Context: an optimization exercise on an open-source flow, tuned for small area. The choices shown serve that exercise and are no tape-out recipe.
At most, simulation tests tie the RTL to the original design; equivalence was not proved.
For run 6, only the layout was checked, not whether the RTL still works.
In runs 2 to 6 the design's own scripts or RTL, not TritonCTS, make the clock network.
The clock port is modelled as an ideal driver, which makes a skipped or thinned clock tree look cheaper than it is; a real chip needs a root buffer or a tree.
Power and IR drop assume default switching activity.

<file path="design/flow/design.v">
`timescale 1ns / 1ps
module tile_hash_frontend (
    input  logic        clk,
    input  logic        rst_n,
    input  logic        vram_we,
    input  logic [12:0] vram_addr,
    input  logic [7:0]  vram_wdata,
    input  logic        cfg_enable,
    output logic        tile_done,
    output logic [8:0]  tile_index,
    output logic        hash_valid,
    output logic [15:0] hash_out
);
    logic [7:0]  tile_buffer [0:15];
    logic [15:0] written;
    logic [8:0]  cur_tile;
    logic        capture_in_progress;
    logic        streaming;
    logic        done;
    logic [3:0]  stream_index;
    logic [15:0] crc;
    wire cap_we  = cfg_enable & vram_we & ~(vram_addr[12] & vram_addr[11]);
    wire new_cap = cap_we & (~capture_in_progress | (vram_addr[12:4] != cur_tile));
    logic [3:0]  wr_lo, wr_hi;
    logic [15:0] wr_en;
    always_comb begin
        for (int i = 0; i < 4; i++) begin
            wr_lo[i] = vram_addr[1:0] == 2'(i);
            wr_hi[i] = cap_we & (vram_addr[3:2] == 2'(i));
        end
        for (int i = 0; i < 16; i++)
            wr_en[i] = wr_lo[i % 4] & wr_hi[i / 4];
    end
    always_ff @(posedge clk) begin
        for (int i = 0; i < 16; i++)
            if (wr_en[i])
                tile_buffer[i] <= vram_wdata;
        written <= wr_en | (written & ~{16{new_cap}});
        if (new_cap)
            cur_tile <= vram_addr[12:4];
    end
    wire last  = streaming & (&stream_index);
    wire start = ~streaming & capture_in_progress & (&written);
    always_ff @(posedge clk or negedge rst_n) begin
        if (!rst_n) begin
            capture_in_progress <= 1'b0;
            streaming           <= 1'b0;
            done                <= 1'b0;
        end else begin
            capture_in_progress <= ~last & (cap_we | capture_in_progress);
            streaming           <= start | (streaming & ~last);
            done                <= last;
        end
    end
    logic [7:0] byte_in;
    always_comb begin
        byte_in = 8'h00;
        for (int i = 0; i < 16; i++)
            if (written[i] && stream_index == 4'(i))
                byte_in = byte_in | tile_buffer[i];
    end
    wire [7:0]  t = crc[15:8] ^ byte_in;
    wire [7:0]  x = t ^ {4'h0, t[7:4]};
    wire [15:0] crc_step = {crc[7:0], 8'h00} ^ {x[3:0], 12'h000} ^ {3'b000, x, 5'b00000} ^ {8'h00, x};
    always_ff @(posedge clk) begin
        stream_index <= streaming ? stream_index + 4'd1 : 4'd0;
        crc          <= streaming ? crc_step : 16'hFFFF;
    end
    assign tile_done  = done;
    assign hash_valid = done;
    assign tile_index = cur_tile;
    assign hash_out   = crc;
endmodule
</file>
<file path="design/flow/flow/run.sh">
#!/bin/bash
# Layout flow: the standard flow (standard.sh) with these changes:
#  * after the standard synthesis, the combinational logic is re-mapped for
#    area with ABC (remap.ys, with each remap_*.abc script; the smallest
#    result is kept). The registers are left exactly as the standard
#    synthesis made them (same instances, names and cells).
#  * upsize.py then gives a larger drive strength to the few gates whose
#    estimated load is over their max capacitance, so that placement does not
#    have to add buffers for them.
#  * port buffers are the smallest buffer (buf_1)
#  * CTS uses clkbuf_8 and inserts no dummy loads
# Each tool's output goes to its own log in this folder (and ORFS's logs).
set -euo pipefail
R=orfs/results/sky130hd/tile_hash_frontend/base
export BUFFER_PORTS_ARGS="-buffer_cell sky130_fd_sc_hd__buf_1"
export CTS_ARGS="-sink_clustering_enable -repair_clock_nets -buf_list {sky130_fd_sc_hd__clkbuf_8} -dont_use_dummy_load"

bash standard.sh synth > standard_synth.log 2>&1
cp $R/1_2_yosys.v standard_1_2_yosys.v
LIB=$FLOW_HOME/platforms/sky130hd/lib/sky130_fd_sc_hd__tt_025C_1v80.lib
FFS=$(grep -o "sky130_fd_sc_hd__[a-z0-9_]*" standard_1_2_yosys.v | sort -u | grep -E "__(df|edf|sdf|dl)" | tr '\n' ' ')
best=""; best_area=""
for abc in flow/remap_*.abc; do
  n=$(basename $abc .abc)
  sed -e "s|@LIB@|$LIB|g" -e "s|@FFS@|$FFS|g" -e "s|@ABC@|$PWD/$abc|g" \
      -e "s|@IN@|$PWD/standard_1_2_yosys.v|g" -e "s|@OUT@|$PWD/$n.v|g" flow/remap.ys > $n.ys
  if yosys -l $n.log -s $n.ys > /dev/null 2>&1; then
    a=$(grep "Chip area" $n.v.stat | awk '{print $NF}')
    echo "$n: $a" >> remap_areas.log
    if [[ -z "$best" ]] || awk "BEGIN{exit !($a < $best_area)}"; then best=$n; best_area=$a; fi
  fi
done
echo "kept $best ($best_area)" >> remap_areas.log
python3 flow/upsize.py $LIB $best.v remapped.v 0.2 0.004 > upsize.log 2>&1
cp remapped.v $R/1_2_yosys.v
touch $R/1_2_yosys.v
bash standard.sh > standard.log 2>&1
</file>
<file path="design/flow/flow/remap.ys">
# Re-map the standard synthesis's combinational logic for area.
# Register cells (@FFS@) are kept as black boxes, so they stay as they are.
read_liberty -ignore_miss_func @LIB@
blackbox @FFS@
read_verilog @IN@
hierarchy -top tile_hash_frontend
flatten
opt_clean
techmap
opt -fast
abc -liberty @LIB@ -dont_use *probe* -dont_use *lpflow* -dont_use *clkbuf* -dont_use *clkinv* -dont_use *dlygate* -dont_use *clkdly* -dont_use *buf_* -script @ABC@
opt_clean -purge
rename -enumerate
tee -o @OUT@.stat stat -liberty @LIB@
write_verilog -noattr -noexpr @OUT@
</file>
<file path="design/flow/flow/remap_t6.abc">
strash
dch
amap -F 50 -A 50
</file>
<file path="design/flow/flow/remap_u2.abc">
strash
dc2
dch -f
amap -F 50 -A 50
</file>
<file path="design/flow/flow/remap_u3.abc">
strash
ifraig
dch
amap -F 50 -A 50
</file>
<file path="design/flow/flow/remap_u4.abc">
strash
dch
amap -F 50 -A 50
topo
strash
dch
amap -F 50 -A 50
</file>
<file path="design/flow/flow/upsize.py">
#!/usr/bin/env python3
"""Upsize gates whose estimated load exceeds their max capacitance (less a margin).

usage: upsize.py LIB IN.v OUT.v [margin] [wire_cap_per_load_pF]
The load is the sum of the driven pins' capacitances plus a fixed wire
estimate per load. A driver over its limit is swapped for the smallest
larger drive strength of the same cell family that can take the load.
"""
import re, sys
libf, inf, outf = sys.argv[1:4]
margin = float(sys.argv[4]) if len(sys.argv) > 4 else 0.2
wire = float(sys.argv[5]) if len(sys.argv) > 5 else 0.006
lib = open(libf).read()
cells = {}
for m in re.finditer(r'\n    cell \("(\w+)"\)', lib):
    s = m.end(); e = lib.find('\n    cell ("', s); e = len(lib) if e < 0 else e
    blk = lib[s:e]; pins = {}
    area = float(re.search(r'area : ([\d.]+)', blk).group(1))
    for pm in re.finditer(r'\n        pin \("(\w+)"\) \{', blk):
        ps = pm.end(); pe = blk.find('\n        pin ("', ps); pe = len(blk) if pe < 0 else pe
        pb = blk[ps:pe]
        d = re.search(r'direction : "?(\w+)', pb).group(1)
        c = re.search(r'\n            capacitance : ([\d.]+)', pb)
        mc = re.search(r'max_capacitance : ([\d.]+)', pb)
        pins[pm.group(1)] = (d, float(c.group(1)) if c else 0.0, float(mc.group(1)) if mc else None)
    cells[m.group(1)] = (area, pins)
txt = open(inf).read()
inst_re = re.compile(r'(sky130_fd_sc_hd__\w+)(\s+)(\S+)(\s*\()(.*?)(\);)', re.S)
drv = {}; load = {}
for m in inst_re.finditer(txt):
    typ, name, body = m.group(1), m.group(3), m.group(5)
    for pin, net in re.findall(r'\.(\w+)\(([^()]*)\)', body):
        net = net.strip(); p = cells[typ][1].get(pin)
        if not p: continue
        if p[0] == 'output': drv[net] = (typ, name, pin)
        else: load.setdefault(net, []).append(p[1])
swap = {}
for net, (typ, name, pin) in drv.items():
    l = load.get(net, []); c = sum(l) + wire * len(l)
    mc = cells[typ][1][pin][2]
    if mc is None or c <= mc * (1 - margin): continue
    fam, size = typ.rsplit('_', 1)
    best = None
    for cand, (area, pins) in cells.items():
        if not cand.startswith(fam + '_') or cand.rsplit('_', 1)[0] != fam or cand == typ: continue
        if set(pins) != set(cells[typ][1]): continue
        cm = pins[pin][2]
        if cm and c <= cm * (1 - margin) and (best is None or area < cells[best][0]):
            best = cand
    if best:
        swap[name] = best
        print(f"{name}: {typ} -> {best} (load {c*1000:.1f} fF)")
    else:
        print(f"{name}: {typ} load {c*1000:.1f} fF, no larger cell; left to the flow")
def rep(m):
    return (swap[m.group(3)] if m.group(3) in swap else m.group(1)) + ''.join(m.group(i) for i in range(2, 7))
open(outf, 'w').write(inst_re.sub(rep, txt))
print(f"upsized {len(swap)} cells, area +{sum(cells[b][0]-cells[t][0] for t,b in [(drv_t,swap[n]) for n in swap for drv_t in [next(d[0] for d in drv.values() if d[1]==n)]]):.1f}")
</file>
<file path="design/flow/standard.sh">
#!/bin/bash
# synth_recipe.tcl (not shown) runs the flow's synth.tcl, then flattens the netlist and writes it again
# the make line also repeats each setting of config.mk as NAME=value (left out here)
make -C /OpenROAD-flow-scripts/flow DESIGN_CONFIG=/design/flow/config.mk WORK_HOME=/design/flow/orfs CLKGATE_MAP_FILE= SYNTH_SCRIPT=/design/flow/synth_recipe.tcl "${@:-finish}"
</file>
<file path="design/flow/config.mk">
export PLATFORM = sky130hd
export DESIGN_NAME = tile_hash_frontend
export DESIGN_NICKNAME = tile_hash_frontend
export VERILOG_FILES = /design/flow/design.v
export SDC_FILE = /design/flow/constraint.sdc
export NUM_CORES = 4
export LEC_CHECK = 0
export CAP_MARGIN = 20
export CORE_MARGIN = 2
export CORE_UTILIZATION = 60
export SLEW_MARGIN = 20
</file>
<file path="design/flow/constraint.sdc">
create_clock -name core_clock -period 10.0 [get_ports {clk}]
set_input_delay 2.0000 -clock core_clock [delete_from_list [all_inputs] [get_ports {clk}]]
set_output_delay 2.0000 -clock core_clock [all_outputs]
set_load 0.01 [all_outputs]
</file>
==> flow_metrics.env, run 1 <==
export IMPL_area_growth_pct=9.465
export IMPL_rr_worst_depth=12
export IMPL_antenna_found_initial=0
export IMPL_setup_viol=0
export IMPL_drc_errors=0
export IMPL_cts_hold_buf=0
export IMPL_ant_nets=0
export IMPL_whs_path_depth=1
export IMPL_multi_input_comb_area_um2=1421
export IMPL_max_cap_violations=0
export IMPL_ctsRootBufferMaster="clkbuf_8"
export IMPL_syn_inst=435
export IMPL_final_common_cell="edfxtp_1"
export IMPL_syn_area_um2=6451
export IMPL_fin_crit_ns=3.625
export IMPL_yosysWarnings=2
export IMPL_grt_first_pass_wirelength_um=24130
export IMPL_drive_gt1_frac=0.06931
export IMPL_crit_arrival_ns=3.69
export IMPL_die_h_um=107.7
export IMPL_start_util=0.6221
export IMPL_power_density_nw_per_um2=171.2
export IMPL_total_power_mw=1.209
export IMPL_peakVddDrop_mv=0.1050
export IMPL_whs_ns=0.4513
export IMPL_portBuffers=51
export IMPL_rows=37
export IMPL_hold_class="flip-flop to flip-flop"
export IMPL_routedWlPerCell_um=24.98
export IMPL_leakage_nw=2.211
export IMPL_fmax_ghz=0.2758
export IMPL_seq_area_um2=4910
export IMPL_nNetsFinal=532
export IMPL_grt_max_degree=26
export IMPL_die_w_um=107.7
export IMPL_io_pin_count=52
export IMPL_cts_made_buffers=17
export IMPL_fill_cells=753
export IMPL_final_util=0.6810
export IMPL_dp_hpwl_um=11050
export IMPL_vias=4177
export IMPL_avgViaCountPerCell=6.516
export IMPL_synth_nets=460
export IMPL_wl_um=16010
export IMPL_grtUsageTotal=0.2972
export IMPL_rr_endpoint="crc[14]"
export IMPL_crit_type="input port to flip-flop"
export IMPL_required_ns=10.07
export IMPL_hold_viol_final=0
export IMPL_min_from="stream_index[0]"
export IMPL_r2r_slack_ns=6.79
export IMPL_clock_latency_ns=0.44
export IMPL_antennaDiodeCount=0
export IMPL_fin_skew_ns=0.02021
export IMPL_clkSinkCount=176
export IMPL_first_pass_iters=6
export IMPL_cts_setup_buffers=0
export IMPL_drt_iter0_markers=700
export IMPL_post_route_period_util=0.3625
export IMPL_rsz0062_at_grt="no"
export IMPL_cts_reportedPaths_clkPinSlew_ns=0.08
export IMPL_reg2reg_from="stream_index[3]"
export IMPL_dieArea_um2=11600
export IMPL_syn_area_per_cell_um2=14.83
export IMPL_design_core_area_um2=10370
export IMPL_cp_start_kind="input port"
export IMPL_cp_max_fo=8
export IMPL_grt_ovfl_total=0
export IMPL_gp_congestion=0.8892
export IMPL_grt_pass1_vias=4113
export IMPL_cts_buffer_depth=2
export IMPL_outcome="finished clean"
export IMPL_cts_tree="done"
export IMPL_final_cell_mix="137 x edfxtp_1, 51 x buf_1, 41 x nor2_1"
export IMPL_worst_slew_pin_slew_ns=0.9417
export IMPL_whs_endpoint="stream_index[0]"
export IMPL_fin_setup_tns_ns=0
export IMPL_final_max_slew_viol_count=0
export IMPL_critPathCaptureType="flip-flop"
export IMPL_max_slew_margin_rel=0.3722
export IMPL_cts_resized=0
export IMPL_cts_max_level=4
==> layout make-up <==
type                            instances  share of cell area
Sequential cell                       176              0.6953
Multi-Input combinational cell        227              0.2013
Clock buffer                           17             0.03313
Timing Repair Buffer                   53             0.02923
Tap cell                              136             0.02410
Inverter                               32             0.01701
==> routing by layer <==
layer	GRT usage	share of wire	up-vias
li1	-	-	1851
met1	0.3954	0.38	1989
met3	0.08717	0.11	43
met2	0.4524	0.47	294
met4	0.1429	0.038	0
met5	0	0	-
==> where the power goes <==
| part | internal [mW] | total, mW | switching [mW] |
|---|---|---|---|
| sequential | 0.800 | 0.806 | 0.00615 |
| combinational | 0.0113 | 0.0459 | 0.0345 |
| clock | 0.150 | 0.358 | 0.207 |
==> state kept, by name, summed over array words and instances, names as in the netlist <==
signal and cells:
tile_buffer 128, streaming 1, stream_index 4, crc 16
capture_in_progress 1, cur_tile 9, done 1, written 16
==> critical path, stage by stage <==
cell,delay (ns)
buf_1,0.10
a21oi_1,0.42
nand3_1,0.49
nor2_1,0.68
==> how the worst max path moves through the flow <==
| stage | from | end | slack (ns) | cells past startpoint |
|---|---|---|---|---|
| floorplan | vram_we | tile_buffer[12][0] | 6.61 | 4 |
| detailed placement | vram_addr[11] | tile_buffer[13][2] | 5.93 | 4 |
| finish | vram_addr[11] | tile_buffer[6][7] | 6.37 | 4 |
| global route | vram_we | tile_buffer[6][3] | 6.27 | 5 |
| CTS | vram_addr[11] | tile_buffer[13][5] | 6.39 | 4 |
| global placement | vram_addr[11] | tile_buffer[10][2] | 6.08 | 4 |
==> through the flow <==
stage,area (µm²),setup WS (ns),instances
6_report,7062,6.375,641
2_1_floorplan,6451,6.610,435
3_3_place_gp,6828,6.080,624
5_1_grt,7062,6.265,641
4_1_cts,7062,6.387,641
3_5_place_dp,6828,5.934,624
==> run 2: changes to the inputs <==
--- a/design/flow/flow/run.sh
+++ b/design/flow/flow/run.sh
@@ -9,10 +9,12 @@
 #    have to add buffers for them.
 #  * port buffers are the smallest buffer (buf_1)
-#  * CTS uses clkbuf_8 and inserts no dummy loads
+#  * the clock tree is built by manual_cts.tcl (ORFS PRE_CTS_TCL hook): a root
+#    buffer and 7 clkbuf_16, one per k-means cluster of flip-flops
 # Each tool's output goes to its own log in this folder (and ORFS's logs).
 set -euo pipefail
 R=orfs/results/sky130hd/tile_hash_frontend/base
 export BUFFER_PORTS_ARGS="-buffer_cell sky130_fd_sc_hd__buf_1"
-export CTS_ARGS="-sink_clustering_enable -repair_clock_nets -buf_list {sky130_fd_sc_hd__clkbuf_8} -dont_use_dummy_load"
+export PRE_CTS_TCL=$PWD/flow/manual_cts.tcl
+export MANUAL_CTS_LEAVES=7 MANUAL_CTS_LEAF_BUF=sky130_fd_sc_hd__clkbuf_16 MANUAL_CTS_ROOT_BUF=sky130_fd_sc_hd__clkbuf_4
 
 bash standard.sh synth > standard_synth.log 2>&1
==> design/flow/flow/manual_cts.tcl (new file) <==
# Manual clock tree, run as ORFS's PRE_CTS_TCL hook (placed design loaded).
# The clock port drives one root buffer; the root drives one leaf buffer per
# cluster of flip-flops (k-means on their placed locations); each leaf buffer
# sits at its cluster's centre. clock_tree_synthesis is then made a no-op, and
# the rest of cts.tcl (legalisation, timing repair) runs as usual.
set cts_leaves   [expr {[info exists ::env(MANUAL_CTS_LEAVES)] ? $::env(MANUAL_CTS_LEAVES) : 6}]
set cts_leaf_buf [expr {[info exists ::env(MANUAL_CTS_LEAF_BUF)] ? $::env(MANUAL_CTS_LEAF_BUF) : "sky130_fd_sc_hd__clkbuf_8"}]
set cts_root_buf [expr {[info exists ::env(MANUAL_CTS_ROOT_BUF)] ? $::env(MANUAL_CTS_ROOT_BUF) : "sky130_fd_sc_hd__clkbuf_4"}]

set db    [ord::get_db]
set block [ord::get_db_block]
set clk_net [$block findNet clk]

set sinks {}
foreach it [$clk_net getITerms] {
  set inst [$it getInst]
  set loc [$inst getLocation]
  set m [$inst getMaster]
  set x [expr {[lindex $loc 0] + [$m getWidth] / 2}]
  set y [expr {[lindex $loc 1] + [$m getHeight] / 2}]
  lappend sinks [list $it $x $y]
}
set n [llength $sinks]
puts "manual CTS: $n sinks, $cts_leaves leaf buffers ($cts_leaf_buf), root $cts_root_buf"

# k-means, seeded from the sinks sorted by x then split evenly
set sorted [lsort -integer -index 1 $sinks]
set centers {}
for {set k 0} {$k < $cts_leaves} {incr k} {
  set lo [expr {$k * $n / $cts_leaves}]
  set hi [expr {($k + 1) * $n / $cts_leaves - 1}]
  set sx 0; set sy 0; set c 0
  foreach s [lrange $sorted $lo $hi] { incr sx [lindex $s 1]; incr sy [lindex $s 2]; incr c }
  lappend centers [list [expr {$sx / $c}] [expr {$sy / $c}]]
}
for {set iter 0} {$iter < 30} {incr iter} {
  set assign {}
  foreach s $sinks {
    set best 0; set bd -1
    for {set k 0} {$k < $cts_leaves} {incr k} {
      set dx [expr {[lindex $s 1] - [lindex $centers $k 0]}]
      set dy [expr {[lindex $s 2] - [lindex $centers $k 1]}]
      set d [expr {abs($dx) + abs($dy)}]
      if {$bd < 0 || $d < $bd} { set bd $d; set best $k }
    }
    lappend assign $best
  }
  set newc {}
  for {set k 0} {$k < $cts_leaves} {incr k} {
    set sx 0; set sy 0; set c 0
    foreach s $sinks a $assign {
      if {$a == $k} { incr sx [lindex $s 1]; incr sy [lindex $s 2]; incr c }
    }
    if {$c == 0} { lappend newc [lindex $centers $k] } else { lappend newc [list [expr {$sx / $c}] [expr {$sy / $c}]] }
  }
  set centers $newc
}

# root buffer at the centre of the leaf buffers
set rx 0; set ry 0
foreach c $centers { incr rx [lindex $c 0]; incr ry [lindex $c 1] }
set rx [expr {$rx / $cts_leaves}]; set ry [expr {$ry / $cts_leaves}]

set root_master [$db findMaster $cts_root_buf]
set leaf_master [$db findMaster $cts_leaf_buf]
set root [odb::dbInst_create $block $root_master "clkbuf_root_clk"]
set root_net [odb::dbNet_create $block "clknet_root_clk"]
$root_net setSigType CLOCK
[$root findITerm A] connect $clk_net
[$root findITerm X] connect $root_net
$root setLocation [expr {$rx - [$root_master getWidth] / 2}] [expr {$ry - [$root_master getHeight] / 2}]
$root setPlacementStatus PLACED

for {set k 0} {$k < $cts_leaves} {incr k} {
  set leaf [odb::dbInst_create $block $leaf_master "clkbuf_leaf_${k}_clk"]
  set net [odb::dbNet_create $block "clknet_leaf_${k}_clk"]
  $net setSigType CLOCK
  [$leaf findITerm A] connect $root_net
  [$leaf findITerm X] connect $net
  set c [lindex $centers $k]
  $leaf setLocation [expr {[lindex $c 0] - [$leaf_master getWidth] / 2}] [expr {[lindex $c 1] - [$leaf_master getHeight] / 2}]
  $leaf setPlacementStatus PLACED
  set cnt 0
  foreach s $sinks a $assign {
    if {$a == $k} {
      set it [lindex $s 0]
      $it disconnect
      $it connect $net
      incr cnt
    }
  }
  puts "manual CTS: leaf $k at $c drives $cnt sinks"
}

proc clock_tree_synthesis {args} {
  puts "clock_tree_synthesis skipped: the manual clock tree is built"
}
==> flow_metrics.env, run 2 <==
export IMPL_cp_max_fo=8
export IMPL_leakage_nw=2.180
export IMPL_reg2reg_from="stream_index[3]"
export IMPL_power_density_nw_per_um2=168.5
export IMPL_first_pass_iters=6
export IMPL_start_util=0.6221
export IMPL_vias=4137
export IMPL_gp_congestion=0.8892
export IMPL_drc_errors=0
export IMPL_dieArea_um2=11600
export IMPL_multi_input_comb_area_um2=1421
export IMPL_antenna_found_initial=0
export IMPL_critPathCaptureType="flip-flop"
export IMPL_max_slew_margin_rel=0.3642
export IMPL_design_core_area_um2=10370
export IMPL_die_w_um=107.7
export IMPL_reg_top3="tile_buffer (128), crc (16), written (16)"
export IMPL_whs_endpoint="stream_index[0]"
export IMPL_grtUsageTotal=0.2813
export IMPL_area_growth_pct=8.669
export IMPL_final_util=0.6760
export IMPL_dp_cells=624
export IMPL_max_cap_violations=0
export IMPL_crit_arrival_ns=3.68
export IMPL_grt_max_degree=31
export IMPL_routedWlPerCell_um=25.36
export IMPL_fin_cells=632
export IMPL_final_max_slew_viol_count=0
export IMPL_worst_slew_pin_slew_ns=0.9537
export IMPL_final_area_um2=7010
export IMPL_clock_latency_ns=0.56
export IMPL_cts_hold_buf=0
export IMPL_nNetsFinal=523
export IMPL_r2r_slack_ns=6.76
export IMPL_fmax_ghz=0.2875
export IMPL_portBuffers=51
export IMPL_rr_endpoint="crc[14]"
export IMPL_min_from="stream_index[0]"
export IMPL_avgViaCountPerCell=6.546
export IMPL_drive_gt1_frac=0.05242
export IMPL_yosysWarnings=2
export IMPL_wl_um=16030
export IMPL_drt_iter0_markers=633
export IMPL_rows=37
export IMPL_final_cell_mix="137 x edfxtp_1, 51 x buf_1, 41 x nor2_1"
export IMPL_setup_viol=0
export IMPL_cp_start_kind="input port"
export IMPL_crit_type="input port to flip-flop"
export IMPL_antennaDiodeCount=0
export IMPL_rr_worst_depth=12
export IMPL_cts_reportedPaths_clkPinSlew_ns=0.11
export IMPL_required_ns=10.20
export IMPL_dp_hpwl_um=11050
export IMPL_final_common_cell="edfxtp_1"
export IMPL_grt_first_pass_wirelength_um=23940
export IMPL_fin_setup_tns_ns=0
export IMPL_hold_viol_final=0
export IMPL_placed_area_um2=6828
export IMPL_whs_path_depth=1
export IMPL_die_h_um=107.7
export IMPL_regMostFlops="tile_buffer"
export IMPL_fin_crit_ns=3.479
export IMPL_synth_nets=460
export IMPL_seq_area_um2=4910
export IMPL_fill_cells=748
export IMPL_ant_nets=0
export IMPL_rsz0062_at_grt="no"
export IMPL_post_route_period_util=0.3479
export IMPL_syn_area_um2=6451
export IMPL_syn_area_per_cell_um2=14.83
export IMPL_io_pin_count=52
export IMPL_fin_skew_ns=0.02813
export IMPL_hold_class="flip-flop to flip-flop"
export IMPL_grt_ovfl_total=0
export IMPL_outcome="finished clean"
export IMPL_grt_pass1_vias=4026
export IMPL_peakVddDrop_mv=0.1621
export IMPL_cts_resized=0
export IMPL_largest_reg_flops=128
export IMPL_syn_inst=435
export IMPL_cts_setup_buffers=0
-- run 2: per-stage QoR --
step | worst slack, ns | power (mW) | hold WS (ns)
floorplan | 6.610 | 0.8419 | 0.4101
global placement | 6.080 | 0.8670 | 0.4168
detailed placement | 5.934 | 0.8679 | 0.4353
CTS | 5.947 | 1.122 | 0.4343
global route | 6.371 | 1.210 | 0.4976
finish | 6.521 | 1.181 | 0.4557
-- run 2: worst max-delay path, cell delays in order --
cell     delay, ns
buf_1         0.10
a21oi_1       0.40
nand3_1       0.48
nor2_1        0.69
-- run 2: where the power goes --
| group | leakage, nW | switching (mW) | internal [mW] |
|---|---|---|---|
| Clock | 0.0909 | 0.201 | 0.128 |
| Combinational | 0.524 | 0.0350 | 0.0113 |
| Sequential | 1.56 | 0.00618 | 0.799 |
| Total | 2.18 | 0.242 | 0.939 |
-- run 2: layer usage --
| metal | global-route usage | vias up | wire length, µm |
|---|---|---|---|
| met3 | 0.04358 | 33 | 1782 |
| met2 | 0.4533 | 274 | 7569 |
| met5 | 0 | - | 0 |
| met4 | 0.08700 | 0 | 541 |
| li1 | - | 1838 | - |
| met1 | 0.4001 | 1992 | 6132 |
-- run 2: area by class of cell --
type                    instances  area share
multi-input cells             227      0.2027
well taps                     136     0.02427
inverters                      32     0.01713
plain buffers                   8     0.02606
flip-flops and latches        176      0.7003
repair buffers                 53     0.02945
-- run 2: worst max-delay path by stage --
stage / startpoint / end / slack, ns
finish: vram_addr[11] / tile_buffer[6][2] / 6.52
global route: vram_we / tile_buffer[4][5] / 6.37
CTS: vram_addr[11] / tile_buffer[13][2] / 5.95
detailed placement: vram_addr[11] / tile_buffer[13][2] / 5.93
global placement: vram_addr[11] / tile_buffer[10][2] / 6.08
floorplan: vram_we / tile_buffer[12][0] / 6.61
==> run 3: changes to the inputs <==
==> design/flow/flow/run.sh (replaced) <==
#!/bin/bash
# Layout flow: the standard flow (standard.sh) with these changes:
#  * after the standard synthesis, the combinational logic is re-mapped for
#    area with ABC (remap.ys, with each remap_*.abc script and cell set; the
#    smallest result after upsize.py is kept). The registers are left exactly
#    as the standard synthesis made them (same instances, names and cells).
#  * upsize.py then gives a larger drive strength to the few gates whose
#    estimated load is over their max capacitance, so that placement does not
#    have to add buffers for them.
#  * port buffers are the smallest buffer (buf_1)
#  * the clock tree is built by manual_cts.tcl (ORFS PRE_CTS_TCL hook): a root
#    buffer and 7 clkbuf_16, one per k-means cluster of flip-flops
# Each tool's output goes to its own log in this folder (and ORFS's logs).
set -euo pipefail
R=orfs/results/sky130hd/tile_hash_frontend/base
export BUFFER_PORTS_ARGS="-buffer_cell sky130_fd_sc_hd__buf_1"
export PRE_CTS_TCL=$PWD/flow/manual_cts.tcl
export MANUAL_CTS_LEAVES=7 MANUAL_CTS_LEAF_BUF=sky130_fd_sc_hd__clkbuf_16 MANUAL_CTS_ROOT_BUF=sky130_fd_sc_hd__clkbuf_4

bash standard.sh synth > standard_synth.log 2>&1
cp $R/1_2_yosys.v standard_1_2_yosys.v
LIB=$FLOW_HOME/platforms/sky130hd/lib/sky130_fd_sc_hd__tt_025C_1v80.lib
FFS=$(grep -o "sky130_fd_sc_hd__[a-z0-9_]*" standard_1_2_yosys.v | sort -u | grep -E "__(df|edf|sdf|dl)" | tr '\n' ' ')
best=""; best_area=""; k=0
for du in "" "-dont_use *nor3_1 -dont_use *nor4_1" "-dont_use *nor3_1"; do
  for abc in flow/remap_*.abc; do
    k=$((k+1)); n=remap_$k
    sed -e "s|@LIB@|$LIB|g" -e "s|@FFS@|$FFS|g" -e "s|@ABC@|$PWD/$abc|g" -e "s|@DU@|$du|g" \
        -e "s|@IN@|$PWD/standard_1_2_yosys.v|g" -e "s|@OUT@|$PWD/$n.v|g" flow/remap.ys > $n.ys
    if yosys -l $n.log -s $n.ys > /dev/null 2>&1 && \
       python3 flow/upsize.py $LIB $n.v ${n}_up.v 0.2 0.004 > ${n}_upsize.log 2>&1; then
      a=$(grep "total area" ${n}_upsize.log | awk '{print $NF}')
      echo "$n: $(basename $abc) [$du] $a" >> remap_areas.log
      if [[ -z "$best" ]] || awk "BEGIN{exit !($a < $best_area)}"; then best=$n; best_area=$a; fi
    fi
  done
done
echo "kept $best ($best_area)" >> remap_areas.log
cp ${best}_up.v remapped.v
cp remapped.v $R/1_2_yosys.v
touch $R/1_2_yosys.v
bash standard.sh > standard.log 2>&1
--- a/design/flow/flow/remap.ys
+++ b/design/flow/flow/remap.ys
@@ -9,5 +9,5 @@
 techmap
 opt -fast
-abc -liberty @LIB@ -dont_use *probe* -dont_use *lpflow* -dont_use *clkbuf* -dont_use *clkinv* -dont_use *dlygate* -dont_use *clkdly* -dont_use *buf_* -script @ABC@
+abc -liberty @LIB@ -dont_use *probe* -dont_use *lpflow* -dont_use *clkbuf* -dont_use *clkinv* -dont_use *dlygate* -dont_use *clkdly* -dont_use *buf_* @DU@ -script @ABC@
 opt_clean -purge
 rename -enumerate
--- a/design/flow/flow/upsize.py
+++ b/design/flow/flow/upsize.py
@@ -55,4 +55,7 @@
 def rep(m):
     return (swap[m.group(3)] if m.group(3) in swap else m.group(1)) + ''.join(m.group(i) for i in range(2, 7))
-open(outf, 'w').write(inst_re.sub(rep, txt))
+out = inst_re.sub(rep, txt)
+open(outf, 'w').write(out)
+total = sum(cells[m.group(1)][0] for m in inst_re.finditer(out))
 print(f"upsized {len(swap)} cells, area +{sum(cells[b][0]-cells[t][0] for t,b in [(drv_t,swap[n]) for n in swap for drv_t in [next(d[0] for d in drv.values() if d[1]==n)]]):.1f}")
+print(f"total area {total:.4f}")
==> flow_metrics.env, run 3 <==
export IMPL_outcome="finished clean"
export IMPL_setup_viol=0
export IMPL_antennaDiodeCount=0
export IMPL_cts_setup_buffers=0
export IMPL_gp_congestion=0.9115
export IMPL_first_pass_iters=9
export IMPL_vias=4188
export IMPL_fin_crit_ns=3.505
export IMPL_regMostFlops="tile_buffer"
export IMPL_cp_max_fo=8
export IMPL_synth_nets=464
export IMPL_final_common_cell="edfxtp_1"
export IMPL_syn_area_um2=6395
export IMPL_die_w_um=107.2
export IMPL_fin_cells=634
export IMPL_ant_nets=0
export IMPL_whs_ns=0.4463
export IMPL_syn_area_per_cell_um2=14.57
export IMPL_leakage_nw=2.249
export IMPL_grt_ovfl_total=0
export IMPL_reg_top3="tile_buffer (128), crc (16), written (16)"
export IMPL_hold_class="flip-flop to flip-flop"
export IMPL_cts_reportedPaths_clkPinSlew_ns=0.09
export IMPL_crit_arrival_ns=3.68
export IMPL_wl_um=16150
export IMPL_path_cells="buf_1, a21oi_1, nand3_1, nor2_1"
export IMPL_critPathCaptureType="flip-flop"
export IMPL_setup_slack_ns=6.495
export IMPL_largest_reg_flops=128
export IMPL_grt_max_degree=32
export IMPL_routedWlPerCell_um=25.47
export IMPL_post_route_period_util=0.3505
export IMPL_placed_area_um2=6756
export IMPL_rsz0062_at_grt="no"
export IMPL_max_slew_margin_rel=0.3263
export IMPL_start_util=0.6194
export IMPL_hold_viol_final=0
export IMPL_syn_inst=439
export IMPL_final_max_slew_viol_count=0
export IMPL_final_area_um2=6939
export IMPL_dp_hpwl_um=11030
export IMPL_drt_iter0_markers=686
export IMPL_yosysWarnings=2
export IMPL_pre_cts_slack_ns=5.943
export IMPL_cp_top_family="simple AND/OR/NAND/NOR gates"
export IMPL_critical_path_slowest_cell="nor2_1"
export IMPL_antenna_found_initial=0
export IMPL_final_cell_mix="137 x edfxtp_1, 51 x buf_1, 49 x nor2_1"
export IMPL_drive_gt1_frac=0.01807
export IMPL_grt_pass1_vias=3874
export IMPL_dp_cells=626
export IMPL_grtUsageTotal=0.2873
export IMPL_cp_num_buf_inv=1
export IMPL_max_cap_violations=0
export IMPL_portBuffers=51
export IMPL_worst_slew_pin_slew_ns=1.011
export IMPL_fin_setup_tns_ns=0
export IMPL_die_h_um=107.2
export IMPL_power_density_nw_per_um2=169.5
export IMPL_avgViaCountPerCell=6.606
export IMPL_io_pin_count=52
export IMPL_fmax_ghz=0.2853
export IMPL_grt_first_pass_wirelength_um=23870
export IMPL_cts_hold_buf=0
export IMPL_required_ns=10.18
export IMPL_area_growth_pct=8.511
export IMPL_cts_resized=0
export IMPL_clock_latency_ns=0.56
export IMPL_fin_skew_ns=0.02499
export IMPL_dieArea_um2=11500
export IMPL_cp_slowest_stage_delay_ns=0.74
export IMPL_rows=37
export IMPL_drc_errors=0
export IMPL_nNetsFinal=525
export IMPL_design_core_area_um2=10320
export IMPL_peakVddDrop_mv=0.1674
export IMPL_cp_start_kind="input port"
export IMPL_crit_type="input port to flip-flop"
## run 3: through the flow
stage	power [mW]	util
floorplan	0.8410	-
global placement	0.8662	0.6545
detailed placement	0.8674	0.6545
CTS	1.122	0.6722
global route	1.207	0.6722
finish	1.176	0.6722
## run 3: worst paths after layout
kind	startpoint	endpoint	slack [ns]	depth (start not counted)
worst max-delay path	vram_addr[11]	tile_buffer[14][2]	6.49	4
worst min-delay path	stream_index[0]	stream_index[0]	0.45	1
worst max register to register	stream_index[2]	crc[6]	6.82	12
worst min register to register	stream_index[0]	stream_index[0]	0.45	1
max in group asynchronous	rst_n	done	8.59	1
min in group asynchronous	rst_n	capture_in_progress	1.26	1
## run 3: worst reg2reg max path: cells and delay by family, from the launching register on
kind,cells,cell delay (ns)
buf+inv,1,0.10
simple gates,6,1.56
compound gates,5,1.03
flops,1,0.37
## run 3: power by group
part	internal [mW]	switching (mW)
sequential	0.799	0.00723
clock	0.128	0.197
combinational	0.0112	0.0332
total	0.939	0.238
## run 3: area by class of cell
class                      count  area, µm²
fill                         722       3385
timing repair buffer          51      191.4
multi-input combinational    230       1361
tap                          136      170.2
inverter                      33      123.9
sequential                   176       4910
buffer                         8      182.7
## run 3: metal layers
metal / routed length, µm / track usage
met4: 387 / 0.04731
met5: 0 / 0
met3: 1969 / 0.06018
met1: 6380 / 0.4365
met2: 7409 / 0.4417
==> run 4: changes to the inputs <==
--- a/design/flow/flow/run.sh
+++ b/design/flow/flow/run.sh
@@ -10,5 +10,5 @@
 #  * port buffers are the smallest buffer (buf_1)
 #  * the clock tree is built by manual_cts.tcl (ORFS PRE_CTS_TCL hook): a root
-#    buffer and 7 clkbuf_16, one per k-means cluster of flip-flops
+#    buffer and 10 clkbuf_8, one per balanced k-means cluster of flip-flops
 # Each tool's output goes to its own log in this folder (and ORFS's logs).
 set -euo pipefail
@@ -16,5 +16,5 @@
 export BUFFER_PORTS_ARGS="-buffer_cell sky130_fd_sc_hd__buf_1"
 export PRE_CTS_TCL=$PWD/flow/manual_cts.tcl
-export MANUAL_CTS_LEAVES=7 MANUAL_CTS_LEAF_BUF=sky130_fd_sc_hd__clkbuf_16 MANUAL_CTS_ROOT_BUF=sky130_fd_sc_hd__clkbuf_4
+export MANUAL_CTS_LEAVES=10 MANUAL_CTS_LEAF_BUF=sky130_fd_sc_hd__clkbuf_8 MANUAL_CTS_ROOT_BUF=sky130_fd_sc_hd__clkbuf_4
 
 bash standard.sh synth > standard_synth.log 2>&1
--- a/design/flow/flow/manual_cts.tcl
+++ b/design/flow/flow/manual_cts.tcl
@@ -34,15 +34,25 @@
   lappend centers [list [expr {$sx / $c}] [expr {$sy / $c}]]
 }
-for {set iter 0} {$iter < 30} {incr iter} {
-  set assign {}
+# capacity-limited k-means: each round, sink/centre pairs are taken nearest
+# first and a centre takes at most cap sinks, so the clusters stay balanced
+set cap [expr {($n + $cts_leaves - 1) / $cts_leaves + 1}]
+for {set iter 0} {$iter < 20} {incr iter} {
+  set pairs {}
+  set si 0
   foreach s $sinks {
-    set best 0; set bd -1
     for {set k 0} {$k < $cts_leaves} {incr k} {
-      set dx [expr {[lindex $s 1] - [lindex $centers $k 0]}]
-      set dy [expr {[lindex $s 2] - [lindex $centers $k 1]}]
-      set d [expr {abs($dx) + abs($dy)}]
-      if {$bd < 0 || $d < $bd} { set bd $d; set best $k }
+      set d [expr {abs([lindex $s 1] - [lindex $centers $k 0]) + abs([lindex $s 2] - [lindex $centers $k 1])}]
+      lappend pairs [list $d $si $k]
     }
-    lappend assign $best
+    incr si
+  }
+  set pairs [lsort -integer -index 0 $pairs]
+  set assign [lrepeat $n -1]
+  set fill [lrepeat $cts_leaves 0]
+  foreach p $pairs {
+    lassign $p d si k
+    if {[lindex $assign $si] >= 0 || [lindex $fill $k] >= $cap} { continue }
+    lset assign $si $k
+    lset fill $k [expr {[lindex $fill $k] + 1}]
   }
   set newc {}
==> flow_metrics.env, run 4 <==
export IMPL_design_core_area_um2=10320
export IMPL_power_density_nw_per_um2=166.2
export IMPL_fmax_ghz=0.2843
export IMPL_hold_viol_final=0
export IMPL_fin_cells=637
export IMPL_portBuffers=51
export IMPL_hold_class="flip-flop to flip-flop"
export IMPL_die_w_um=107.2
export IMPL_cp_slowest_stage_delay_ns=0.75
export IMPL_regMostFlops="tile_buffer"
export IMPL_p_sw_frac=0.2117
export IMPL_grt_pass1_vias=3864
export IMPL_clock_latency_ns=0.56
export IMPL_avgViaCountPerCell=6.612
export IMPL_cts_reportedPaths_clkPinSlew_ns=0.12
export IMPL_cts_hold_buf=0
export IMPL_p_comb_frac=0.039
export IMPL_path_cells="buf_1, a21oi_1, nand3_1, nor2_1"
export IMPL_dieArea_um2=11500
export IMPL_yosysWarnings=2
export IMPL_crit_arrival_ns=3.72
export IMPL_drive_gt1_frac=0.02395
export IMPL_cts_resized=0
export IMPL_grt_max_degree=26
export IMPL_grt_first_pass_wirelength_um=23730
export IMPL_antenna_found_initial=0
export IMPL_dp_cells=626
export IMPL_cp_max_fo=8
export IMPL_required_ns=10.20
export IMPL_setup_viol=0
export IMPL_outcome="finished clean"
export IMPL_largest_reg_flops=128
export IMPL_wl_um=16270
export IMPL_io_pin_count=52
export IMPL_ant_nets=0
export IMPL_first_pass_iters=7
export IMPL_drc_errors=0
export IMPL_fin_setup_tns_ns=0
export IMPL_area_growth_pct=7.924
export IMPL_dp_hpwl_um=11030
export IMPL_final_common_cell="edfxtp_1"
export IMPL_fill_cells=728
export IMPL_peakVddDrop_mv=0.1212
export IMPL_max_cap_violations=0
export IMPL_gp_congestion=0.9115
export IMPL_cp_start_kind="input port"
export IMPL_fin_crit_ns=3.517
export IMPL_rows=37
export IMPL_syn_inst=439
export IMPL_leakage_nw=2.235
export IMPL_rsz0062_at_grt="no"
export IMPL_nNetsFinal=528
export IMPL_reg_top3="tile_buffer (128), crc (16), written (16)"
export IMPL_syn_area_per_cell_um2=14.57
export IMPL_die_h_um=107.2
export IMPL_final_cell_mix="137 x edfxtp_1, 51 x buf_1, 49 x nor2_1"
export IMPL_max_slew_margin_rel=0.3222
export IMPL_vias=4212
export IMPL_fin_skew_ns=0.02307
export IMPL_critical_path_slowest_cell="nor2_1"
export IMPL_final_max_slew_viol_count=0
export IMPL_cts_setup_buffers=0
export IMPL_worst_slew_pin_slew_ns=1.017
export IMPL_whs_ns=0.4560
export IMPL_syn_area_um2=6395
export IMPL_grt_ovfl_total=0
export IMPL_p_seq_frac=0.703
export IMPL_p_sw_mw=0.2428
export IMPL_crit_type="input port to flip-flop"
export IMPL_antennaDiodeCount=0
export IMPL_start_util=0.6194
export IMPL_post_route_period_util=0.3517
export IMPL_routedWlPerCell_um=25.55
export IMPL_synth_nets=464
export IMPL_drt_iter0_markers=669
export IMPL_critPathCaptureType="flip-flop"
export IMPL_clkPwrFrac=0.258
export IMPL_power_internal_mw=0.9041
export IMPL_cp_num_buf_inv=1
export IMPL_grtUsageTotal=0.2857
export IMPL_cp_top_family="simple AND/OR/NAND/NOR gates"
run 4: power groups by stage:
stage	logic, mW	clock network, mW	registers, mW
after floorplan	0.0191	0	0.822
after global placement	0.0434	0	0.823
after detailed placement	0.0444	0	0.823
after CTS	0.0444	0.215	0.823
after global routing	0.0488	0.317	0.808
final	0.0448	0.295	0.807
run 4: stage by stage:
stage          area [µm²]  setup WS (ns)  power, mW  utilization
2_1_floorplan        6395          6.610     0.8410            -
6_report             6902          6.483      1.147       0.6685
5_1_grt              6902          6.355      1.174       0.6685
3_5_place_dp         6756          5.943     0.8674       0.6545
3_3_place_gp         6756          6.048     0.8662       0.6545
4_1_cts              6902          5.940      1.083       0.6685
run 4: per-layer routing:
metal,track usage,up-vias,share of wire
li1,-,1849,-
met5,0,-,0
met3,0.06383,35,0.13
met2,0.4277,276,0.45
met4,0.06865,0,0.027
met1,0.4322,2052,0.40
run 4: path summary, 6_finish.rpt:
kind	start	end	slack, ns	cells after the start
min reg2reg	stream_index[0]	stream_index[0]	0.46	1
min	stream_index[0]	stream_index[0]	0.46	1
max in group asynchronous	rst_n	capture_in_progress	8.62	1
max	vram_addr[11]	tile_buffer[14][6]	6.48	4
max reg2reg	stream_index[2]	crc[6]	6.84	12
min in group asynchronous	rst_n	streaming	1.22	1
run 4: cell type report:
| class | count | area, µm² | area share |
|---|---|---|---|
| sequential | 176 | 4910 | 0.7114 |
| multi-input combinational | 230 | 1361 | 0.1972 |
| timing repair buffer | 51 | 191.4 | 0.02774 |
| tap | 136 | 170.2 | 0.02466 |
| buffer | 11 | 145.1 | 0.02103 |
| inverter | 33 | 123.9 | 0.01795 |
==> run 5: changes to the inputs <==
--- a/design/flow/config.mk
+++ b/design/flow/config.mk
@@ -8,4 +8,4 @@
 export CAP_MARGIN = 20
 export CORE_MARGIN = 2
-export CORE_UTILIZATION = 60
+export CORE_UTILIZATION = 70
 export SLEW_MARGIN = 20
==> flow_metrics.env, run 5 <==
export IMPL_reg2reg_from="stream_index[2]"
export IMPL_cts_resized=0
export IMPL_final_cell_mix="137 x edfxtp_1, 51 x buf_1, 49 x nor2_1"
export IMPL_grt_pass1_vias=3680
export IMPL_hold_viol_final=0
export IMPL_fin_setup_tns_ns=0
export IMPL_cts_reportedPaths_clkPinSlew_ns=0.11
export IMPL_cp_slowest_stage_delay_ns=0.67
export IMPL_drc_errors=0
export IMPL_rsz0062_at_grt="no"
export IMPL_fmax_ghz=0.2868
export IMPL_final_max_slew_viol_count=0
export IMPL_setup_viol=0
export IMPL_area_growth_pct=7.376
export IMPL_fin_crit_ns=3.487
export IMPL_gp_congestion=0.9354
export IMPL_syn_area_per_cell_um2=14.57
export IMPL_p_seq_frac=0.709
export IMPL_rr_worst_depth=12
export IMPL_outcome="finished clean"
export IMPL_crit_arrival_ns=3.66
export IMPL_post_route_period_util=0.3487
export IMPL_fill_cells=568
export IMPL_cp_num_buf_inv=1
export IMPL_rr_endpoint="crc[6]"
export IMPL_start_util=0.7262
export IMPL_power_density_nw_per_um2=165.6
export IMPL_nNetsFinal=528
export IMPL_routedWlPerCell_um=24.74
export IMPL_io_pin_count=52
export IMPL_seq_area_um2=4910
export IMPL_antenna_found_initial=0
export IMPL_syn_area_um2=6395
export IMPL_wl_um=15070
export IMPL_ant_nets=0
export IMPL_dieArea_um2=9916
export IMPL_regMostFlops="tile_buffer"
export IMPL_design_core_area_um2=8806
export IMPL_synth_nets=464
export IMPL_power_internal_mw=0.9040
export IMPL_leakage_nw=2.235
export IMPL_path_cells="buf_1, a21oi_1, nand3_1, nor2_1"
export IMPL_vias=4122
export IMPL_dp_hpwl_um=10170
export IMPL_die_h_um=99.58
export IMPL_grt_first_pass_wirelength_um=22300
export IMPL_avgViaCountPerCell=6.768
export IMPL_fin_skew_ns=0.02214
export IMPL_p_sw_mw=0.2331
export IMPL_grt_max_degree=26
export IMPL_grtUsageTotal=0.3085
export IMPL_cp_max_fo=8
export IMPL_p_sw_frac=0.2050
export IMPL_cp_top_family="simple AND/OR/NAND/NOR gates"
export IMPL_final_area_um2=6867
export IMPL_clkPwrFrac=0.252
export IMPL_grt_ovfl_total=0
export IMPL_peakVddDrop_mv=0.1337
export IMPL_drive_gt1_frac=0.02395
export IMPL_multi_input_comb_area_um2=1361
export IMPL_cts_hold_buf=0
export IMPL_syn_inst=439
export IMPL_drt_iter0_markers=645
export IMPL_min_from="stream_index[0]"
export IMPL_largest_reg_flops=128
export IMPL_pre_cts_slack_ns=5.986
export IMPL_cp_start_kind="input port"
export IMPL_placed_area_um2=6721
export IMPL_final_common_cell="edfxtp_1"
export IMPL_setup_slack_ns=6.514
export IMPL_antennaDiodeCount=0
export IMPL_max_cap_violations=0
export IMPL_rows=34
export IMPL_critPathCaptureType="flip-flop"
export IMPL_yosysWarnings=2
export IMPL_max_slew_margin_rel=0.3817
export IMPL_reg_top3="tile_buffer (128), crc (16), written (16)"
export IMPL_whs_path_depth=1
export IMPL_cts_setup_buffers=0
export IMPL_crit_type="input port to flip-flop"
export IMPL_whs_endpoint="stream_index[0]"
export IMPL_required_ns=10.17
export IMPL_p_comb_frac=0.039
export IMPL_hold_class="flip-flop to flip-flop"
export IMPL_die_w_um=99.58
export IMPL_clock_latency_ns=0.54
export IMPL_portBuffers=51
export IMPL_r2r_slack_ns=6.85
export IMPL_critical_path_slowest_cell="nor2_1"
export IMPL_first_pass_iters=7
export IMPL_worst_slew_pin_slew_ns=0.9275
[run 5: metal layers]
| metal | GRT usage | routed length (µm) |
|---|---|---|
| met1 | 0.4820 | 5786 |
| met2 | 0.4439 | 6586 |
| met3 | 0.09346 | 2340 |
| met4 | 0.05901 | 355 |
| met5 | 0 | 0 |
[run 5: cell type report]
cell class | instances | share of cell area
flip-flops and latches | 176 | 0.7150
multi-input cells | 230 | 0.1983
repair buffers | 51 | 0.02788
plain buffers | 11 | 0.02114
well taps | 108 | 0.01968
inverters | 33 | 0.01804
[run 5: through the flow]
step                power [mW]    util  hold slack, ns  std cells
floorplan               0.8410       -          0.4100        439
global placement        0.8655  0.7633          0.4314        598
detailed placement      0.8667  0.7633          0.4386        598
CTS                      1.082  0.7798          0.4385        609
global route             1.167  0.7798          0.4949        609
finish                   1.137  0.7798          0.4563        609
[run 5: worst register-to-register path, delay by kind of cell (launching register included)]
| kind | cells | cell delay [ns] |
|---|---|---|
| buffers and inverters | 1 | 0.11 |
| AOI/OAI and AO/OA | 6 | 1.68 |
| DFF | 1 | 0.35 |
| and+or+nand+nor | 5 | 0.87 |
[run 5: how the worst max path moves through the flow]
stage	to	depth (start not counted)	startpoint
after detailed placement	tile_buffer[9][4]	4	vram_addr[12]
after global routing	tile_buffer[11][3]	5	vram_we
after CTS	tile_buffer[9][4]	4	vram_addr[11]
after floorplan	tile_buffer[12][0]	4	vram_we
final	tile_buffer[4][5]	4	vram_addr[11]
after global placement	tile_buffer[8][0]	4	vram_addr[11]
[run 5: power groups by stage]
stage          registers (mW)  logic (mW)  clock network [mW]
2_1_floorplan           0.822      0.0191                   0
3_3_place_gp            0.823      0.0429                   0
3_5_place_dp            0.823      0.0441                   0
4_1_cts                 0.823      0.0440               0.215
5_1_grt                 0.808      0.0486               0.310
6_report                0.807      0.0444               0.286
==> run 6: changes to the inputs <==
--- a/design/flow/design.v
+++ b/design/flow/design.v
@@ -40,16 +40,23 @@
             cur_tile <= vram_addr[12:4];
     end
+    logic       stream_index_lo;
+    logic [2:0] stream_index_hi;
+    assign stream_index = {stream_index_hi, stream_index_lo};
     wire last  = streaming & (&stream_index);
     wire start = ~streaming & capture_in_progress & (&written);
+    assign done = ~streaming & stream_index_lo;
     always_ff @(posedge clk or negedge rst_n) begin
         if (!rst_n) begin
             capture_in_progress <= 1'b0;
             streaming           <= 1'b0;
-            done                <= 1'b0;
+            stream_index_lo     <= 1'b0;
         end else begin
             capture_in_progress <= ~last & (cap_we | capture_in_progress);
             streaming           <= start | (streaming & ~last);
-            done                <= last;
+            stream_index_lo     <= streaming & (~stream_index_lo | last);
         end
+    end
+    always_ff @(posedge clk) begin
+        stream_index_hi <= streaming ? stream_index_hi + {2'b00, stream_index_lo} : 3'd0;
     end
     logic [7:0] byte_in;
@@ -64,5 +71,4 @@
     wire [15:0] crc_step = {crc[7:0], 8'h00} ^ {x[3:0], 12'h000} ^ {3'b000, x, 5'b00000} ^ {8'h00, x};
     always_ff @(posedge clk) begin
-        stream_index <= streaming ? stream_index + 4'd1 : 4'd0;
         crc          <= streaming ? crc_step : 16'hFFFF;
     end
==> flow_metrics.env, run 6 <==
export IMPL_leakage_nw=2.249
export IMPL_worst_slew_pin_slew_ns=1.053
export IMPL_maxUsedRoutingLayer="met4"
export IMPL_largest_reg_flops=128
export IMPL_whs_ns=0.4923
export IMPL_crit_arrival_ns=3.69
export IMPL_total_power_mw=1.130
export IMPL_setup_viol=0
export IMPL_synth_nets=469
export IMPL_syn_area_um2=6402
export IMPL_p_sw_mw=0.2313
export IMPL_multi_input_comb_area_um2=1370
export IMPL_design_core_area_um2=8806
export IMPL_required_ns=10.15
export IMPL_clkPwrFrac=0.254
export IMPL_final_cell_mix="137 x edfxtp_1, 51 x buf_1, 45 x nor2_1"
export IMPL_max_slew_margin_rel=0.2951
export IMPL_rr_worst_depth=13
export IMPL_die_w_um=99.64
export IMPL_outcome="finished clean"
export IMPL_wl_met2_um=6610
export IMPL_final_common_cell="edfxtp_1"
export IMPL_critPathCapture="tile_buffer[9][0]"
export IMPL_met3_length_um=1680
export IMPL_crit_type="input port to flip-flop"
export IMPL_dp_hpwl_um=10080
export IMPL_nNetsFinal=533
export IMPL_cts_resized=0
export IMPL_antenna_found_initial=0
export IMPL_antennaDiodeCount=0
export IMPL_yosysWarnings=2
export IMPL_p_seq_frac=0.709
export IMPL_syn_area_per_cell_um2=14.42
export IMPL_portBuffers=51
export IMPL_start_util=0.7271
export IMPL_gp_congestion=0.9005
export IMPL_ant_nets=0
export IMPL_fin_skew_ns=0.01561
export IMPL_fin_cells=614
export IMPL_max_cap_violations=0
export IMPL_syn_inst=444
export IMPL_reg_top3="tile_buffer (128), crc (16), written (16)"
export IMPL_grtUsageTotal=0.2984
export IMPL_first_pass_iters=8
export IMPL_grt_first_pass_wirelength_um=22290
export IMPL_seq_area_um2=4890
export IMPL_met1_length_um=5781
export IMPL_setup_slack_ns=6.458
export IMPL_fill_cells=545
export IMPL_cp_max_fo=8
export IMPL_final_max_slew_viol_count=0
export IMPL_power_internal_mw=0.8992
export IMPL_dieArea_um2=9927
export IMPL_drc_errors=0
export IMPL_area_growth_pct=7.368
export IMPL_vias=4153
export IMPL_hold_viol_final=0
export IMPL_rr_endpoint="crc[12]"
export IMPL_r2r_slack_ns=6.58
export IMPL_peakVddDrop_mv=0.1196
export IMPL_reg2reg_from="stream_index_lo"
export IMPL_p_sw_frac=0.2046
export IMPL_regMostFlops="tile_buffer"
export IMPL_routedWlPerCell_um=23.70
export IMPL_avgViaCountPerCell=6.764
export IMPL_cp_start_kind="input port"
export IMPL_grt_pass1_vias=3907
export IMPL_power_density_nw_per_um2=164.4
export IMPL_io_pin_count=52
export IMPL_pre_cts_slack_ns=6.026
export IMPL_drt_iter0_markers=564
export IMPL_startpoint="vram_addr[12]"
export IMPL_critPathCaptureType="flip-flop"
export IMPL_cts_hold_buf=0
export IMPL_p_comb_frac=0.037
export IMPL_drive_gt1_frac=0.02372
export IMPL_wl_um=14550
export IMPL_grt_ovfl_total=0
export IMPL_die_h_um=99.64
export IMPL_clock_latency_ns=0.53
export IMPL_fmax_ghz=0.2823
export IMPL_rows=34
export IMPL_fin_setup_tns_ns=0
export IMPL_hold_class="flip-flop to flip-flop"
export IMPL_cts_reportedPaths_clkPinSlew_ns=0.12
export IMPL_grt_max_degree=26
export IMPL_dp_cells=603
export IMPL_cts_setup_buffers=0
export IMPL_rsz0062_at_grt="no"
export IMPL_post_route_period_util=0.3542
export IMPL_fin_crit_ns=3.542
## run 6: power by group through the flow
stage / clock network [mW] / registers (mW) / logic (mW)
after floorplan: 0 / 0.817 / 0.0186
after global placement: 0 / 0.818 / 0.0394
after detailed placement: 0 / 0.818 / 0.0408
after CTS: 0.214 / 0.818 / 0.0409
after global routing: 0.308 / 0.803 / 0.0460
final: 0.287 / 0.802 / 0.0413
## run 6: metrics by stage
step                      cell area [µm²]  utilization
final                                6874       0.7806
after global routing                 6874       0.7806
after CTS                            6874       0.7806
after detailed placement             6729       0.7641
after global placement               6729       0.7641
after floorplan                      6402            -
## run 6: layout make-up
class	instances	share of cell area
flip-flops and latches	175	0.7113
repair buffers	51	0.02785
inverters	38	0.02075
plain buffers	11	0.02111
multi-input cells	231	0.1993
well taps	108	0.01966
## run 6: worst max-delay path: stages
cell      delay [ns]
buf_1           0.08
inv_1           0.08
o211ai_1        0.17
inv_1           0.17
nand3_1         0.29
nor2_1          0.89
## run 6: how the worst min path moves through the flow
stage | cells after the start | slack, ns | startpoint | end
final | 2 | 0.49 | written[13] | written[13]
after global routing | 2 | 0.52 | written[8] | written[8]
after CTS | 2 | 0.48 | written[13] | written[13]
after detailed placement | 2 | 0.47 | written[13] | written[13]
after global placement | 1 | 0.47 | crc[6] | crc[14]
after floorplan | 2 | 0.45 | written[13] | written[13]
## run 6: metal layers
| layer | vias up | track usage |
|---|---|---|
| li1 | 1863 | - |
| met1 | 1974 | 0.4560 |
| met2 | 276 | 0.4470 |
| met3 | 40 | 0.05973 |
| met4 | 0 | 0.08641 |
| met5 | - | 0 |
==> run 7: changes to the inputs <==
--- a/design/flow/design.v
+++ b/design/flow/design.v
@@ -40,23 +40,16 @@
             cur_tile <= vram_addr[12:4];
     end
-    logic       stream_index_lo;
-    logic [2:0] stream_index_hi;
-    assign stream_index = {stream_index_hi, stream_index_lo};
     wire last  = streaming & (&stream_index);
     wire start = ~streaming & capture_in_progress & (&written);
-    assign done = ~streaming & stream_index_lo;
     always_ff @(posedge clk or negedge rst_n) begin
         if (!rst_n) begin
             capture_in_progress <= 1'b0;
             streaming           <= 1'b0;
-            stream_index_lo     <= 1'b0;
+            done                <= 1'b0;
         end else begin
             capture_in_progress <= ~last & (cap_we | capture_in_progress);
             streaming           <= start | (streaming & ~last);
-            stream_index_lo     <= streaming & (~stream_index_lo | last);
+            done                <= last;
         end
-    end
-    always_ff @(posedge clk) begin
-        stream_index_hi <= streaming ? stream_index_hi + {2'b00, stream_index_lo} : 3'd0;
     end
     logic [7:0] byte_in;
@@ -71,4 +64,5 @@
     wire [15:0] crc_step = {crc[7:0], 8'h00} ^ {x[3:0], 12'h000} ^ {3'b000, x, 5'b00000} ^ {8'h00, x};
     always_ff @(posedge clk) begin
+        stream_index <= streaming ? stream_index + 4'd1 : 4'd0;
         crc          <= streaming ? crc_step : 16'hFFFF;
     end
--- a/design/flow/flow/run.sh
+++ b/design/flow/flow/run.sh
@@ -10,5 +10,6 @@
 #  * port buffers are the smallest buffer (buf_1)
 #  * the clock tree is built by manual_cts.tcl (ORFS PRE_CTS_TCL hook): a root
-#    buffer and 10 clkbuf_8, one per balanced k-means cluster of flip-flops
+#    inverter (inv_8) and 6 inv_12, one per balanced k-means cluster of
+#    flip-flops; two inversions, so the flip-flops see the clock in phase
 # Each tool's output goes to its own log in this folder (and ORFS's logs).
 set -euo pipefail
@@ -16,5 +17,5 @@
 export BUFFER_PORTS_ARGS="-buffer_cell sky130_fd_sc_hd__buf_1"
 export PRE_CTS_TCL=$PWD/flow/manual_cts.tcl
-export MANUAL_CTS_LEAVES=10 MANUAL_CTS_LEAF_BUF=sky130_fd_sc_hd__clkbuf_8 MANUAL_CTS_ROOT_BUF=sky130_fd_sc_hd__clkbuf_4
+export MANUAL_CTS_LEAVES=6 MANUAL_CTS_LEAF_BUF=sky130_fd_sc_hd__inv_12 MANUAL_CTS_ROOT_BUF=sky130_fd_sc_hd__inv_8
 
 bash standard.sh synth > standard_synth.log 2>&1
--- a/design/flow/flow/manual_cts.tcl
+++ b/design/flow/flow/manual_cts.tcl
@@ -1,10 +1,18 @@
 # Manual clock tree, run as ORFS's PRE_CTS_TCL hook (placed design loaded).
-# The clock port drives one root buffer; the root drives one leaf buffer per
-# cluster of flip-flops (k-means on their placed locations); each leaf buffer
-# sits at its cluster's centre. clock_tree_synthesis is then made a no-op, and
+# The clock port drives one root cell; the root drives one leaf cell per
+# cluster of flip-flops (balanced k-means on their placed locations); each
+# leaf sits at its cluster's centre. Root and leaf are both buffers or both
+# inverters, so every flip-flop gets the clock through two stages, in phase. clock_tree_synthesis is then made a no-op, and
 # the rest of cts.tcl (legalisation, timing repair) runs as usual.
 set cts_leaves   [expr {[info exists ::env(MANUAL_CTS_LEAVES)] ? $::env(MANUAL_CTS_LEAVES) : 6}]
 set cts_leaf_buf [expr {[info exists ::env(MANUAL_CTS_LEAF_BUF)] ? $::env(MANUAL_CTS_LEAF_BUF) : "sky130_fd_sc_hd__clkbuf_8"}]
 set cts_root_buf [expr {[info exists ::env(MANUAL_CTS_ROOT_BUF)] ? $::env(MANUAL_CTS_ROOT_BUF) : "sky130_fd_sc_hd__clkbuf_4"}]
+
+proc out_iterm {inst} {
+  foreach it [$inst getITerms] {
+    if {[$it getSigType] eq "SIGNAL" && [$it isOutputSignal]} { return $it }
+  }
+  error "no output pin on [$inst getName]"
+}
 
 set db    [ord::get_db]
@@ -74,18 +82,18 @@
 set root_master [$db findMaster $cts_root_buf]
 set leaf_master [$db findMaster $cts_leaf_buf]
-set root [odb::dbInst_create $block $root_master "clkbuf_root_clk"]
-set root_net [odb::dbNet_create $block "clknet_root_clk"]
+set root [odb::dbInst_create $block $root_master "clktree_root"]
+set root_net [odb::dbNet_create $block "clktree_root_net"]
 $root_net setSigType CLOCK
 [$root findITerm A] connect $clk_net
-[$root findITerm X] connect $root_net
+[out_iterm $root] connect $root_net
 $root setLocation [expr {$rx - [$root_master getWidth] / 2}] [expr {$ry - [$root_master getHeight] / 2}]
 $root setPlacementStatus PLACED
 
 for {set k 0} {$k < $cts_leaves} {incr k} {
-  set leaf [odb::dbInst_create $block $leaf_master "clkbuf_leaf_${k}_clk"]
-  set net [odb::dbNet_create $block "clknet_leaf_${k}_clk"]
+  set leaf [odb::dbInst_create $block $leaf_master "clktree_leaf_${k}"]
+  set net [odb::dbNet_create $block "clktree_leaf_${k}_net"]
   $net setSigType CLOCK
   [$leaf findITerm A] connect $root_net
-  [$leaf findITerm X] connect $net
+  [out_iterm $leaf] connect $net
   set c [lindex $centers $k]
   $leaf setLocation [expr {[lindex $c 0] - [$leaf_master getWidth] / 2}] [expr {[lindex $c 1] - [$leaf_master getHeight] / 2}]
==> flow_metrics.env, run 7 <==
export IMPL_die_h_um=99.58
export IMPL_outcome="did not finish"
export IMPL_placed_area_um2=6721
export IMPL_dp_hpwl_um=10170
export IMPL_start_util=0.7262
export IMPL_synth_nets=464
export IMPL_syn_area_um2=6395
export IMPL_die_w_um=99.58
export IMPL_gp_congestion=0.9354
export IMPL_pre_cts_slack_ns=5.986
export IMPL_yosysWarnings=2
export IMPL_lastStage="4_1_cts"
export IMPL_syn_inst=439
export IMPL_syn_area_per_cell_um2=14.57
export IMPL_portBuffers=51
export IMPL_io_pin_count=52
export IMPL_rows=34
export IMPL_firstError="[ERROR DPL-0038] Utilization greater than 100%, impossible to legalize"
run 7: power groups by stage:
stage / combinational (mW) / clock [mW] / sequential [mW]
after floorplan: 0.0191 / 0 / 0.822
after global placement: 0.0429 / 0 / 0.823
after detailed placement: 0.0441 / 0 / 0.823
run 7: worst max-delay path by stage:
stage / from / end / slack, ns / cells after the start
after detailed placement: vram_addr[12] / tile_buffer[9][4] / 5.99 / 4
after floorplan: vram_we / tile_buffer[12][0] / 6.61 / 4
after global placement: vram_addr[11] / tile_buffer[8][0] / 6.09 / 4
run 7: per-stage QoR:
| step | std cells | utilization |
|---|---|---|
| after detailed placement | 598 | 0.7633 |
| after global placement | 598 | 0.7633 |
| after floorplan | 439 | - |

==> re-timing with driven ports <==
The flow's constraints put no driver on any port. The routed layouts listed below were extracted and timed again, unchanged, in two steps. Step 1, drivers: a clkbuf_16 drives clk and a buf_2 each remaining input, both assumed. Step 2 times the ports against the registers' clock, not the clock port: input delays grow and output delays shrink by t, the midpoint of the rising clock arrivals with the driver on. a / b / c = ideal ports / drivers / drivers and shift; a / b = the first two.
| run | shift t [ns] | setup WS [ns] | hold WS [ns] | latest minus earliest clock arrival (ns) | worst data-port slew with drivers (ns) |
|---|---|---|---|---|---|
| run 1 | 0.469 | 6.375 / 6.394 / 5.926 | 0.451 / 0.451 / 0.451 | 0.023 / 0.023 | 0.03 |
| run 2 | 0.574 | 6.521 / 6.534 / 5.960 | 0.456 / 0.456 / 0.456 | 0.028 / 0.028 | 0.03 |
| run 3 | 0.577 | 6.495 / 6.508 / 5.931 | 0.446 / 0.446 / 0.446 | 0.025 / 0.025 | 0.04 |
| run 4 | 0.581 | 6.483 / 6.494 / 5.913 | 0.456 / 0.456 / 0.456 | 0.023 / 0.023 | 0.04 |
| run 5 | 0.562 | 6.513 / 6.524 / 5.961 | 0.456 / 0.456 / 0.456 | 0.023 / 0.023 | 0.03 |
| run 6 | 0.562 | 6.458 / 6.472 / 5.911 | 0.492 / 0.492 / 0.492 | 0.024 / 0.024 | 0.04 |
After both steps every run listed still meets setup and hold. For run 4, which loses most, drivers alone change the setup slack by +0.011 ns; drivers and shift together by -0.570 ns.
